This is an optimization exercise on Yosys and OpenROAD, whose aim is small area, a short achievable clock period and few clock cycles, not a production implementation. Only simulation tests tie the RTL to the original design; equivalence was not proved. Power is estimated from default activity; no workload was simulated.

==> v29: inputs <==
// RISCV
module RISCV(clk,
            rst,
            mem_wen_D_o,
            mem_addr_D_o,
            mem_wdata_D_o,
            mem_rdata_D,
            mem_addr_I_o,
            mem_rdata_I);
    input               clk, rst;
    input       [31:0]  mem_rdata_I;
    input       [63:0]  mem_rdata_D;
    output              mem_wen_D_o;
    output reg  [31:2]  mem_addr_I_o;
    output reg  [31:2]  mem_addr_D_o;
    output      [63:0]  mem_wdata_D_o;
    integer i;
    wire [31:0] inst = {mem_rdata_I[7:0], mem_rdata_I[15:8],
                        mem_rdata_I[23:16], mem_rdata_I[31:24]};
    wire [29:0] pc = mem_addr_I_o;
    wire [4:0] f_rd  = inst[11:7];
    wire [4:0] f_rs1 = inst[19:15];
    wire [4:0] f_rs2 = inst[24:20];
    wire [2:0] f_f3  = inst[14:12];
    wire f_br     =  inst[6] & ~inst[2];
    wire f_jalr   =  inst[6] &  inst[2] & ~inst[3];
    wire f_jal    =  inst[6] &  inst[3];
    wire f_load   = ~inst[6] & ~inst[5] & ~inst[4];
    wire f_opimm  = ~inst[6] & ~inst[5] &  inst[4];
    wire f_store  = ~inst[6] &  inst[5] & ~inst[4];
    wire f_op     = ~inst[6] &  inst[5] &  inst[4];
    wire f_alu    = ~inst[6] &  inst[4];             
    wire f_wr     = (f_load | f_alu | f_jal | f_jalr) & (f_rd != 5'd0);
    wire [63:0] f_immi  = {{52{inst[31]}}, inst[31:20]};
    wire [11:0] f_imm12 = f_store ? {inst[31:25], inst[11:7]} :
                          f_br    ? {inst[31], inst[31], inst[7], inst[30:25], inst[11:9]} :
                                    inst[31:20];
    wire [29:0] f_offb  = {{20{inst[31]}}, inst[7], inst[30:25], inst[11:9]};
    wire [29:0] f_offj  = {{12{inst[31]}}, inst[19:12], inst[20], inst[30:22]};
    wire        f_same   = (f_rs1 == f_rs2);
    wire        f_bpred  = f_same ? ~f_f3[0] : inst[31];
    wire        f_pred   = f_jal | (f_br & f_bpred);
    wire [10:0] f_fb     = {1'b0, pc[9:0]} + {1'b0, f_offb[9:0]};
    wire [10:0] f_fj     = {1'b0, pc[9:0]} + {1'b0, f_offj[9:0]};
    wire        f_fb_ok  = (f_fb[10] == inst[31]);
  ...
export LEC_CHECK = 0
export CAP_MARGIN = 20
export CELL_PAD_IN_SITES_DETAIL_PLACEMENT = 1
export CORE_MARGIN = 2
export CORE_UTILIZATION = 42
export PLACE_DENSITY = 0.5
export SETUP_SLACK_MARGIN = 5
export SLEW_MARGIN = 20
create_clock -name core_clock -period 8.5 [get_ports {clk}]
standard.sh (not shown) runs the stock make flow with config.mk's settings and CLKGATE_MAP_FILE= SYNTH_SCRIPT=/design/flow/synth_recipe.tcl, a recipe that flattens the netlist after the stock synthesis.
==> flow/flow/run.sh <==
#!/bin/bash
set -euo pipefail
bash standard.sh \
  'BUFFER_PORTS_ARGS=-buffer_cell sky130_fd_sc_hd__buf_4' \
  'CTS_ARGS=-sink_clustering_enable -repair_clock_nets -dont_use_dummy_load -buf_list sky130_fd_sc_hd__clkbuf_8' \
  finish > make.log 2>&1
==> v27 (differences from v29) <==
--- a/flow/design.v
+++ b/flow/design.v
@@ -26,34 +26,29 @@
     wire f_jal    =  inst[6] &  inst[3];
     wire f_load   = ~inst[6] & ~inst[5] & ~inst[4];
     wire f_opimm  = ~inst[6] & ~inst[5] &  inst[4];
     wire f_store  = ~inst[6] &  inst[5] & ~inst[4];
     wire f_op     = ~inst[6] &  inst[5] &  inst[4];
     wire f_alu    = ~inst[6] &  inst[4];             
     wire f_wr     = (f_load | f_alu | f_jal | f_jalr) & (f_rd != 5'd0);
     wire [63:0] f_immi  = {{52{inst[31]}}, inst[31:20]};
-    wire [11:0] f_imm12 = f_store ? {inst[31:25], inst[11:7]} :
-                          f_br    ? {inst[31], inst[31], inst[7], inst[30:25], inst[11:9]} :
-                                    inst[31:20];
+    wire [11:0] f_imm12 = f_store ? {inst[31:25], inst[11:7]} : inst[31:20];
     wire [29:0] f_offb  = {{20{inst[31]}}, inst[7], inst[30:25], inst[11:9]};
     wire [29:0] f_offj  = {{12{inst[31]}}, inst[19:12], inst[20], inst[30:22]};
     wire        f_same   = (f_rs1 == f_rs2);
     wire        f_bpred  = f_same ? ~f_f3[0] : inst[31];
     wire        f_pred   = f_jal | (f_br & f_bpred);
     wire [10:0] f_fb     = {1'b0, pc[9:0]} + {1'b0, f_offb[9:0]};
     wire [10:0] f_fj     = {1'b0, pc[9:0]} + {1'b0, f_offj[9:0]};
     wire        f_fb_ok  = (f_fb[10] == inst[31]);
     wire        f_fj_ok  = (f_fj[10] == inst[31]) & (f_offj[17:10] == {8{inst[31]}});
     wire [29:0] f_ftb    = {pc[29:10], f_fb[9:0]};
     wire [29:0] f_ftj    = {pc[29:10], f_fj[9:0]};
-    reg         fx_pend;       
-    reg  [18:0] fx_off;
-    wire [29:0] fx_tgt   = pc + {{11{fx_off[18]}}, fx_off};
-    wire        f_slow   = ~fx_pend & ((f_jal & ~f_fj_ok) | (f_br & f_bpred & ~f_fb_ok));
+    wire        f_fix    = (f_jal & ~f_fj_ok) | (f_br & f_bpred & ~f_fb_ok);
     wire [29:0] f_pc1    = pc + 30'd1;
     reg  [4:0]  lk_reg, kc_reg;
     reg  [9:0]  lk_val, kc_val;
     wire        f_lk_hit = f_jalr & (f_rs1 == lk_reg);
     wire        f_kc_hit = f_jalr & (f_rs1 == kc_reg);
     wire [9:0]  f_jbase  = f_lk_hit ? lk_val : kc_val;
     wire [10:0] f_jl     = {1'b0, lk_val} + {1'b0, inst[31:22]};
     wire [10:0] f_jk     = {1'b0, kc_val} + {1'b0, inst[31:22]};
@@ -70,21 +65,25 @@
                 lk_reg <= f_rd; lk_val <= f_pc1[9:0];
             end
             if (f_li & (f_rd != 5'd0)) begin
                 kc_reg <= f_rd; kc_val <= inst[31:22];
             end
         end
     end
     reg         x_v;
-    reg  [63:0] x_a, x_b;
+    reg  [63:0] x_a;
     reg  [11:0] x_imm;
     reg  [29:0] x_alt;         
     reg  [4:0]  x_rd;
-    reg         x_wr, x_load, x_store, x_br, x_bne, x_jalr, x_link, x_pred;
+    reg         x_wr, x_load, x_store, x_br, x_bne, x_jal, x_jalr, x_link, x_pred;
+    reg  [18:0] x_off;         
+    reg         x_fix;         
+    reg         x_r_eq, x_r_ne;    
+    reg         x_t_eq, x_t_ne;    
     reg         x_sub;
     reg         x_s_add, x_s_sll, x_s_sr, x_s_slt, x_s_xor, x_s_or, x_s_and;
     reg         x_sh_arith;
     reg  [63:0] x_bn;          
     reg  [9:0]  x_jb;          
     reg         x_jp;          
     reg         m_v;
     reg  [63:0] m_res;         
@@ -127,79 +126,81 @@
     wire fx2 = x_we & ~x_load & (x_rd == f_rs2);
     wire fm1 = m_we & (m_rd == f_rs1);
     wire fm2 = m_we & (m_rd == f_rs2);
     wire [63:0] f_a  = fx1 ? x_res : fm1 ? m_wb : rd1;
     wire [63:0] f_r2 = fx2 ? x_res : fm2 ? m_wb : rd2;
     wire [63:0] f_b  = f_opimm ? f_immi : f_r2;
     wire f_sub = f_alu & ((f_f3 == 3'd2) | (f_op & inst[30] & (f_f3 == 3'd0)));
     wire f_use2 = (~inst[6] & inst[5]) | f_br;      
-    wire f_ldwait = x_we & x_load & (((x_rd == f_rs1) & ~f_jal) | ((x_rd == f_rs2) & f_use2));
-    wire f_stall = f_ldwait | f_slow;
+    wire f_stall = x_we & x_load & (((x_rd == f_rs1) & ~f_jal) | ((x_rd == f_rs2) & f_use2));
     wire [63:0] a = x_a;
-    wire [63:0] b = x_b;
+    wire [63:0] b = x_bn;
     wire        x_eq      = (a == b);
     wire        x_jok     = x_jp & (a[31:0] == {20'd0, x_jb, 2'b00});
     wire [31:0] x_sum     = a[31:0] + {{20{x_imm[11]}}, x_imm};
-    wire        x_redirect = x_v & ((x_jalr & ~x_jok) | (x_br & (x_eq ^ x_bne ^ x_pred)));
+    wire        x_redirect = (x_eq ? x_r_eq : x_r_ne) | (x_v & x_jalr & ~x_jok);
     wire [29:0] x_pc1     = x_alt + 30'd1;
-    wire [29:0] x_btgt    = x_alt + {{19{x_imm[10]}}, x_imm[10:0]};
-    wire [29:0] x_target  = x_jalr ? x_sum[31:2] : (x_eq ^ x_bne) ? x_btgt : x_pc1;
+    wire [29:0] x_btgt    = x_alt + {{11{x_off[18]}}, x_off};
+    wire [29:0] x_target  = x_jalr ? x_sum[31:2] : (x_eq ? x_t_eq : x_t_ne) ? x_btgt : x_pc1;
     wire [64:0] x_add1 = {a, 1'b1} + {x_bn, x_sub};
     wire [63:0] x_add  = x_add1[64:1];
-    wire        x_lt   = (a[63] ^ b[63]) ? a[63] : x_add[63];
+    wire        x_lt   = (a[63] ^ ~x_bn[63]) ? a[63] : x_add[63];
     wire [63:0] x_sll  = a << b[5:0];
     wire [63:0] x_sr   = $signed({x_sh_arith & a[63], a}) >>> b[5:0];
     wire [63:0] x_lnk  = {32'd0, x_pc1, 2'b00};
     assign x_res = ({64{x_s_add}} & x_add)
                  | ({64{x_s_sll}} & x_sll)
                  | ({64{x_s_sr}}  & x_sr)
                  | ({64{x_s_slt}} & {63'd0, x_lt})
                  | ({64{x_s_xor}} & (a ^ b))
                  | ({64{x_s_or}}  & (a | b))
                  | ({64{x_s_and}} & (a & b))
                  | ({64{x_link}}  & x_lnk)
                  | ({64{x_store}} & b);
     assign mem_wen_D_o   = m_v & m_store;
     assign mem_wdata_D_o = {m_res[7:0],m_res[15:8],m_res[23:16],m_res[31:24],
                             m_res[39:32],m_res[47:40],m_res[55:48],m_res[63:56]};
-    wire s_hold = f_stall;
-    wire s_fx   = ~f_stall & fx_pend;
-    wire s_j    = ~f_stall & ~fx_pend & f_jal;
-    wire s_b    = ~f_stall & ~fx_pend & f_br & f_bpred;
-    wire s_jr   = ~f_stall & f_jpred;
-    wire s_n    = ~f_stall & ~f_jal & ~(f_br & f_bpred) & ~f_jpred;
-    wire [29:0] f_next = ({30{s_hold}} & pc)
-                       | ({30{s_fx}}   & fx_tgt)
-                       | ({30{s_j}}    & f_ftj)
+    wire s_j    = f_jal;
+    wire s_b    = f_br & f_bpred;
+    wire s_jr   = f_jpred;
+    wire s_n    = ~f_jal & ~(f_br & f_bpred) & ~f_jpred;
+    wire [29:0] f_next = ({30{s_j}}    & f_ftj)
                        | ({30{s_b}}    & f_ftb)
                        | ({30{s_jr}}   & f_jtgt)
                        | ({30{s_n}}    & f_pc1);
     always @(posedge clk or posedge rst) begin
         if (rst) begin
             mem_addr_I_o <= 30'd0;
-            fx_pend      <= 1'b0;
             x_v          <= 1'b0;
+            x_r_eq       <= 1'b0;
+            x_r_ne       <= 1'b0;
             m_v          <= 1'b0;
         end else begin
-            mem_addr_I_o <= x_redirect ? x_target : f_next;
-            fx_pend      <= ~x_redirect & (fx_pend ? f_ldwait : f_slow);
+            if (!f_stall) mem_addr_I_o <= x_redirect ? x_target : f_next;
             x_v <= ~x_redirect & ~f_stall;
+            x_r_eq <= ~x_redirect & ~f_stall &
+                      ((f_br & (f_f3[0] ? f_bpred : (~f_bpred | f_fix))) | (f_jal & f_fix));
+            x_r_ne <= ~x_redirect & ~f_stall &
+                      ((f_br & (f_f3[0] ? (~f_bpred | f_fix) : f_bpred)) | (f_jal & f_fix));
             m_v <= x_v;
         end
     end
     always @(posedge clk) begin
         x_a      <= f_a;
-        x_b      <= f_b;
         x_bn     <= f_b ^ {64{f_sub}};
         x_jb     <= f_jbase;
         x_jp     <= f_jok;
         x_imm    <= f_imm12;
         x_alt    <= pc;
-        fx_off   <= f_jal ? f_offj[18:0] : f_offb[18:0];
+        x_off    <= f_jal ? f_offj[18:0] : f_offb[18:0];
+        x_fix    <= f_fix;
+        x_t_eq   <= f_jal | (f_br & ~f_f3[0]);
+        x_t_ne   <= f_jal | (f_br &  f_f3[0]);
+        x_jal    <= f_jal;
         x_rd     <= f_rd;
         x_wr     <= f_wr;
         x_load   <= f_load;
         x_store  <= f_store;
         x_br     <= f_br;
         x_bne    <= f_f3[0];
         x_jalr   <= f_jalr;
         x_link   <= f_jal | f_jalr;
==> flow/flow/run.sh (replaced) <==
#!/bin/bash
set -euo pipefail
here=$(pwd)
bash standard.sh \
  'ADDER_MAP_FILE=' \
  'BUFFER_PORTS_ARGS=-buffer_cell sky130_fd_sc_hd__buf_4' \
  'CTS_ARGS=-sink_clustering_enable -repair_clock_nets -dont_use_dummy_load -buf_list sky130_fd_sc_hd__clkbuf_16 -sink_clustering_size 20 -sink_clustering_max_diameter 80' \
  "POST_GLOBAL_ROUTE_TCL=$here/flow/post_grt.tcl" \
  finish > make.log 2>&1
==> flow/flow/post_grt.tcl (new file) <==
# After global routing: repair antennas again with a 30% ratio margin, so
# that detailed routing rarely leaves antenna violations to repair (each
# repair after detailed routing reroutes the design).
repair_antennas -ratio_margin 30 -iterations 3
check_placement -verbose
Settings changed: CAP_MARGIN 20 to 30, SLEW_MARGIN 20 to 40, TNS_END_PERCENT set to 0.
==> comparison table <==
metric                                                                        v29         v27
Outcome                                                  timing/DRC/antenna clean  timing/DRC/antenna clean
Max VDD drop                                                               171 µV      182 µV
# diodes                                                                       97         131
Fraction of layout instances using a drive strength above 1                 0.333       0.180
Proportion of cell area occupied by multi-input gates                       0.364       0.358
Total area of sequential cells                                          69800 µm²   68300 µm²
Wire length on met1                                                        267 mm      251 mm
Share of total power consumed by net switching                              0.401       0.392
Placed Cells incl. Taps                                                     13600       13300
# Taps                                                                       3781        3724
Proportion of synthesized flip-flops having asynchronous set or reset      0.0381      0.0397
Cts repair resizes                                                           1226         252
Final weighted congestion in routability-driven placement                    1.05        1.03
Arrival time reported for the critical path endpoint                      5220 ps     5260 ps
Skew-Pair Late Insertion Delay                                            1180 ps      930 ps
Critical Path Max Stage Delay                                              620 ps      540 ps
Buffers excl. clock                                                          1594         886
Part of the total power dissipated in the clock network                     0.222       0.217
Placeable core area                                                    288000 µm²  279000 µm²
Number of post-CTS setup repair buffers                                       591         163
Layout Cells excl Fill                                                      15100       13900
Hpwl dp                                                                    431 mm      432 mm
Iteration count of the initial detailed-routing pass                           15          17
Final hold slack                                                           399 ps      377 ps
Testbench counts of v29, summed over its fixed seeds: cycles 120,139.
Testbench counts of v27, summed over its fixed seeds: cycles 120,139.

-- what the ideal ports hide --
The flow's constraints put no driver on any port. The routed layouts listed below were extracted and timed again, unchanged, in two steps.
Step 1: set_driving_cell puts a clkbuf_16 on clk and a buf_2 on each other input, an assumption about the parent block.
Step 2 times the ports against the registers' clock, not the clock port: input delays grow and output delays shrink by t, the midpoint of the rising clock arrivals with the driver on.
Slacks: ideal ports / drivers / drivers and shift; pairs: ideal ports / drivers.
run | shift t [ns] | setup slack, ns | worst slew at a driven data input, ns | pins driven straight from the clock port
v29 | 1.221 | 4.265 / 4.208 / 2.987 | 0.39 | 1
v27 | 0.978 | 4.029 / 4.025 / 3.047 | 0.16 | 1
After both steps every run listed still meets setup and hold. For v29, which loses most, drivers alone change the setup slack by -0.057 ns; drivers and shift together by -1.278 ns.
